Background: an optimization exercise with open tools, aiming at small area and a short achievable clock period. Do not read the settings as production practice. Where RTL was checked, it was by simulation tests only, not by an equivalence proof against the original. Power and IR drop assume default switching activity. No driver is modelled on the clock port, so clocking that relies on it looks cheaper here than on a real chip.

==> module obuffer, before the edit <==
module obuffer
#(parameter DATA_WIDTH=8)
(
    input clk,
    input rst_n,
    input p0_ready,
    input p1_ready,
    input p2_ready,
    input [2*DATA_WIDTH-1:0] p0_s,
    input [2*DATA_WIDTH-1:0] p0_c,
    input [2*DATA_WIDTH-1:0] p1_s,
    input [2*DATA_WIDTH-1:0] p1_c,
    input [2*DATA_WIDTH-1:0] p2_s,
    input [2*DATA_WIDTH-1:0] p2_c,
    output reg empty,
    output reg full,
    input rd_en,
    output reg [2*DATA_WIDTH-1:0] data_rdout,
    output reg errout
);
localparam DW2 = 2*DATA_WIDTH;
reg [DW2-1:0] mem [0:8];
reg [3:0] wr_addr, count;
reg [8:0] rd_oh;                     
wire any = p0_ready | p1_ready | p2_ready;
wire two = (p0_ready & p1_ready) | (p0_ready & p2_ready) | (p1_ready & p2_ready);
wire wr = any & ~full;
wire rd = rd_en & ~empty;
wire [DW2-1:0] ss = ({DW2{p0_ready}} & p0_s) | ({DW2{p1_ready}} & p1_s) | ({DW2{p2_ready}} & p2_s);
wire [DW2-1:0] cc = ({DW2{p0_ready}} & p0_c) | ({DW2{p1_ready}} & p1_c) | ({DW2{p2_ready}} & p2_c);
reg [DATA_WIDTH:0] plo;
reg [DATA_WIDTH-1:0] phs, phc;
reg [3:0] pend_addr;
reg pend;
always @(posedge clk)
begin
    plo <= ss[DATA_WIDTH-1:0] + cc[DATA_WIDTH-1:0];
    phs <= ss[DW2-1:DATA_WIDTH];
    phc <= cc[DW2-1:DATA_WIDTH];
    pend_addr <= wr_addr;
end
wire [DATA_WIDTH-1:0] phi = phs + phc + plo[DATA_WIDTH];
wire [DW2-1:0] pdata = {phi, plo[DATA_WIDTH-1:0]};
always @(posedge clk)
    if (pend)
        mem[pend_addr] <= pdata;
wire hit = pend & rd_oh[pend_addr];
reg [DW2-1:0] rmem;
integer k;
always @(*) begin
    rmem = {DW2{1'b0}};
    for (k = 0; k < 9; k = k + 1)
        rmem = rmem | ({DW2{rd_oh[k]}} & mem[k]);
end
wire [DW2-1:0] rdata = hit ? pdata : rmem;
wire [3:0] count_inc = count + 1'b1;
wire [3:0] count_dec = count - 1'b1;
wire [3:0] count_n = wr ? count_inc : count;
wire [3:0] count_r = empty ? count_n : (wr ? count : count_dec);
wire empty_n = wr ? 1'b0 : empty;
wire empty_r = empty ? empty_n : (wr ? 1'b0 : (count == 4'd1));
wire full_n = wr ? (count == 4'd8) : full;
wire full_r = empty ? full_n : 1'b0;
always @(posedge clk or negedge rst_n)
begin
    if (!rst_n) begin
        wr_addr <= 4'd0;
        rd_oh <= 9'd1;
        count <= 4'd0;
        empty <= 1'b1;
        full <= 1'b0;
        errout <= 1'b0;
        pend <= 1'b0;
        data_rdout <= 'd0;
    end else begin
        pend <= wr & ~two;
        if (wr)
            wr_addr <= (wr_addr == 4'd8) ? 4'd0 : wr_addr + 1'b1;
        if (rd) begin
            rd_oh <= {rd_oh[7:0], rd_oh[8]};
            data_rdout <= rdata;
        end
        if (wr & two)
            errout <= 1'b1;
        count <= rd_en ? count_r : count_n;
        empty <= rd_en ? empty_r : empty_n;
        full <= rd_en ? full_r : full_n;
    end
end
endmodule
export LEC_CHECK = 0
export CAP_MARGIN = 20
export CORE_MARGIN = 2
export CORE_UTILIZATION = 40
export CTS_CLUSTER_DIAMETER = 100
export CTS_CLUSTER_SIZE = 30
export PLACE_DENSITY = 0.6
export SETUP_SLACK_MARGIN = 2.8
export SLEW_MARGIN = 20
create_clock -name core_clock -period 5.0 [get_ports {clk}]
run.sh (not shown) runs the stock make flow with config.mk's settings and CLKGATE_MAP_FILE= SYNTH_SCRIPT=/design/flow/synth_recipe.tcl, a recipe that flattens the netlist after the stock synthesis.
The starting point finished clean.
==> next run, changes <==
--- a/flow/design.v
+++ b/flow/design.v
@@ -302,6 +302,5 @@
 localparam DW2 = 2*DATA_WIDTH;
 reg [DW2-1:0] mem [0:8];
-reg [3:0] wr_addr, count;
-reg [8:0] rd_oh;                     
+reg [3:0] wr_addr, rd_addr, count;
 wire any = p0_ready | p1_ready | p2_ready;
 wire two = (p0_ready & p1_ready) | (p0_ready & p2_ready) | (p1_ready & p2_ready);
@@ -326,13 +325,5 @@
     if (pend)
         mem[pend_addr] <= pdata;
-wire hit = pend & rd_oh[pend_addr];
-reg [DW2-1:0] rmem;
-integer k;
-always @(*) begin
-    rmem = {DW2{1'b0}};
-    for (k = 0; k < 9; k = k + 1)
-        rmem = rmem | ({DW2{rd_oh[k]}} & mem[k]);
-end
-wire [DW2-1:0] rdata = hit ? pdata : rmem;
+wire [DW2-1:0] rdata = (pend && (pend_addr == rd_addr)) ? pdata : mem[rd_addr];
 wire [3:0] count_inc = count + 1'b1;
 wire [3:0] count_dec = count - 1'b1;
@@ -347,5 +338,5 @@
     if (!rst_n) begin
         wr_addr <= 4'd0;
-        rd_oh <= 9'd1;
+        rd_addr <= 4'd0;
         count <= 4'd0;
         empty <= 1'b1;
@@ -359,5 +350,5 @@
             wr_addr <= (wr_addr == 4'd8) ? 4'd0 : wr_addr + 1'b1;
         if (rd) begin
-            rd_oh <= {rd_oh[7:0], rd_oh[8]};
+            rd_addr <= (rd_addr == 4'd8) ? 4'd0 : rd_addr + 1'b1;
             data_rdout <= rdata;
         end
After rerunning:
- The changed run finished with timing, DRC and antenna clean
- synthesized cell count goes down by 1.0%
- power rises by 9.3%
- final area rises by 1.8%
- clock power went down by about 2%
- count of clock-buffer cells in the layout goes up by 2
No run of this note included a check of the RTL's function; only the layout flow was run.


top, a different RTL version from the one above (not shown whole).
Size in the first run: about 1,500 flip-flops.
Settings: LEC_CHECK=0, CAP_MARGIN=20, CORE_MARGIN=2, CORE_UTILIZATION=40, CTS_CLUSTER_DIAMETER=100, CTS_CLUSTER_SIZE=30, PLACE_DENSITY=0.6, SETUP_SLACK_MARGIN=2.7, SLEW_MARGIN=20; clock period 5.0 ns.
standard.sh (not shown) runs the stock make flow with config.mk's settings and CLKGATE_MAP_FILE= SYNTH_SCRIPT=/design/flow/synth_recipe.tcl, a recipe that flattens the netlist after the stock synthesis.
==> flow/flow/run.sh <==
#!/bin/bash
# Layout flow: the standard flow (standard.sh), with two changes:
#  - the port buffers start as buf_2 (repair may still resize them),
#  - clock tree synthesis inserts no dummy loads.
# standard.sh's output goes to standard.log in the work folder; ORFS keeps
# each step's full log under orfs/logs/.
cp standard.sh standard_sh.txt
export BUFFER_PORTS_ARGS="-buffer_cell sky130_fd_sc_hd__buf_2"
export CTS_ARGS="-sink_clustering_enable -repair_clock_nets -sink_clustering_size 30 -sink_clustering_max_diameter 100 -dont_use_dummy_load"
bash standard.sh > standard.log 2>&1
Rerun with:
--- a/flow/design.v
+++ b/flow/design.v
@@ -1,17 +1,16 @@
 module PE
 #(parameter DATA_WIDTH=8, parameter EARLY=0)
 (
     input clk,
     input rst_n,
     input en0,                       
     input en1,                       
     input en2,                       
-    input after_reset,               
     input [7:0] data_src,            
     input [7:0] weights_in,          
     output reg [15:0] S,
     output reg [15:0] C,
     output reg ready
 );
 reg [4:0] cnt;
 wire c27 = (cnt == 5'd27);
@@ -26,26 +25,29 @@
 generate
 if (EARLY) begin : g_early
     assign take_next = en2 & ~(en1 & en0 & (cnt == 5'd25));
 end else begin : g_lag
     assign take_next = en1 & ~(en0 & (cnt == 5'd26));
 end
 endgenerate
 reg [7:0] ag;
-always @(posedge clk)
-    ag <= data_src & {8{take_next}};
+reg clr;
 always @(posedge clk or negedge rst_n)
 begin
-    if (!rst_n)
+    if (!rst_n) begin
         ready <= 1'b0;
-    else
+        clr <= 1'b1;
+        ag <= 8'd0;
+    end else begin
         ready <= c27;
+        clr <= c27;
+        ag <= data_src & {8{take_next}};
+    end
 end
-wire clr = ready | after_reset;
 wire [63:0] pp;
 genvar gi, gj;
 generate
 for (gi = 0; gi < 8; gi = gi + 1) begin : g_pp
     for (gj = 0; gj < 8; gj = gj + 1) begin : g_ppj
         assign pp[gi*8+gj] = ag[gi] & weights_in[gj];
     end
 end
@@ -304,30 +306,29 @@
 assign empty = ~ne;
 reg [8:0] rd_oh;                     
 wire any = p0_ready | p1_ready | p2_ready;
 wire two = (p0_ready & p1_ready) | (p0_ready & p2_ready) | (p1_ready & p2_ready);
 wire wr = any & ~full;
 wire rd = rd_en & ~empty;
 wire [DW2-1:0] ss = ({DW2{p0_ready}} & p0_s) | ({DW2{p1_ready}} & p1_s) | ({DW2{p2_ready}} & p2_s);
 wire [DW2-1:0] cc = ({DW2{p0_ready}} & p0_c) | ({DW2{p1_ready}} & p1_c) | ({DW2{p2_ready}} & p2_c);
-localparam LO = 6;                   
-reg [LO:0] plo;
-reg [DW2-LO-1:0] phs, phc;
+reg [DATA_WIDTH:0] plo;
+reg [DATA_WIDTH-1:0] phs, phc;
 reg [3:0] pend_addr;
 reg pend;
 always @(posedge clk)
 begin
-    plo <= ss[LO-1:0] + cc[LO-1:0];
-    phs <= ss[DW2-1:LO];
-    phc <= cc[DW2-1:LO];
+    plo <= ss[DATA_WIDTH-1:0] + cc[DATA_WIDTH-1:0];
+    phs <= ss[DW2-1:DATA_WIDTH];
+    phc <= cc[DW2-1:DATA_WIDTH];
     pend_addr <= wr_addr;
 end
-wire [DW2-LO-1:0] phi = phs + phc + plo[LO];
-wire [DW2-1:0] pdata = {phi, plo[LO-1:0]};
+wire [DATA_WIDTH-1:0] phi = phs + phc + plo[DATA_WIDTH];
+wire [DW2-1:0] pdata = {phi, plo[DATA_WIDTH-1:0]};
 always @(posedge clk)
     if (pend)
         mem[pend_addr] <= pdata;
 wire hit = pend & rd_oh[pend_addr];
 reg [DW2-1:0] rmem;
 integer k;
 always @(*) begin
     rmem = {DW2{1'b0}};
@@ -444,41 +445,32 @@
     end else begin : g_nopad
         assign fdx[i] = {fd, ifm_in[i]};
     end
     assign fe[i] = {fen[i], ifm_en_in[i]};
     assign we[i] = {wen[i], w_en_in[i]};
     assign wd[i] = {wdt, w_in[i]};
 end
 endgenerate
-reg [2:0] rst_hold;
-always @(posedge clk or negedge rst_n)
-begin
-    if (!rst_n)
-        rst_hold <= 3'b111;
-    else
-        rst_hold <= {rst_hold[1:0], 1'b0};
-end
 wire [2*DW-1:0] pe_s [0:8];
 wire [2*DW-1:0] pe_c [0:8];
 wire [8:0] pe_rdy;
 generate
 for (i = 0; i < 3; i = i + 1) begin : g_row
     for (j = 0; j < 3; j = j + 1) begin : g_col
         localparam E = (i > 0) && (j > 0);
         wire e0 = fe[i][j+1] & we[j][i+1];
         wire e1 = fe[i][j] & we[j][i];
         wire e2 = fe[i][E ? j-1 : 0] & we[j][E ? i-1 : 0];
         PE #(.DATA_WIDTH(DW), .EARLY(E)) pe (
             .clk(clk),
             .rst_n(rst_n),
             .en0(e0),
             .en1(e1),
             .en2(e2),
-            .after_reset(rst_hold[2]),
             .data_src(fdx[i][(E ? j-1 : j)*DW +: DW]),
             .weights_in(wd[j][(E ? i : i+1)*DW +: DW]),
             .S(pe_s[3*i+j]),
             .C(pe_c[3*i+j]),
             .ready(pe_rdy[3*i+j])
         );
     end
 end
Total power went up by roughly a tenth.
First-iteration DRC count went down by a few percent.
Sequential cell count is unchanged.
Die area went up slightly.
Synthesized cell count went up slightly.
Cell count went up slightly.
Via count went down slightly.
Clock skew went up by 13 ps.
For the first run of this note, only the layout was checked, not whether the RTL still works.

-- re-timing with driven ports --
No port has a modelled driver above. Below, the same layouts with a new extraction and two added sets of constraints. Step 1: set_driving_cell puts a clkbuf_16 on clk and a buf_2 on each other input, an assumption about the parent block. Step 2 moves the port delays by t, midway between the first and last clock arrival at a register: inputs arrive t later, outputs are due t later. That takes back most of the time a late clock gives input paths. Slacks: ideal / step 1 / step 2; pairs: ideal / step 1.
run | t, ns | setup slack, ns | worst hold slack (ns) | pins driven straight from the clock port
the first run of note 1 | 0.781 | 2.579 / 2.501 / 2.265 | 0.219 / 0.191 / 0.412 | 1
the second run of note 1 | 0.794 | 2.606 / 2.528 / 2.286 | 0.214 / 0.188 / 0.379 | 1
the first run of note 2 | 0.760 | 2.523 / 2.523 / 2.314 | 0.320 / 0.289 / 0.363 | 1
the second run of note 2 | 0.757 | 2.655 / 2.580 / 2.404 | 0.247 / 0.224 / 0.416 | 1
After both steps every run listed still meets setup and hold. For the second run of note 1, which loses most, drivers alone change the setup slack by -0.078 ns; drivers and shift together by -0.320 ns.
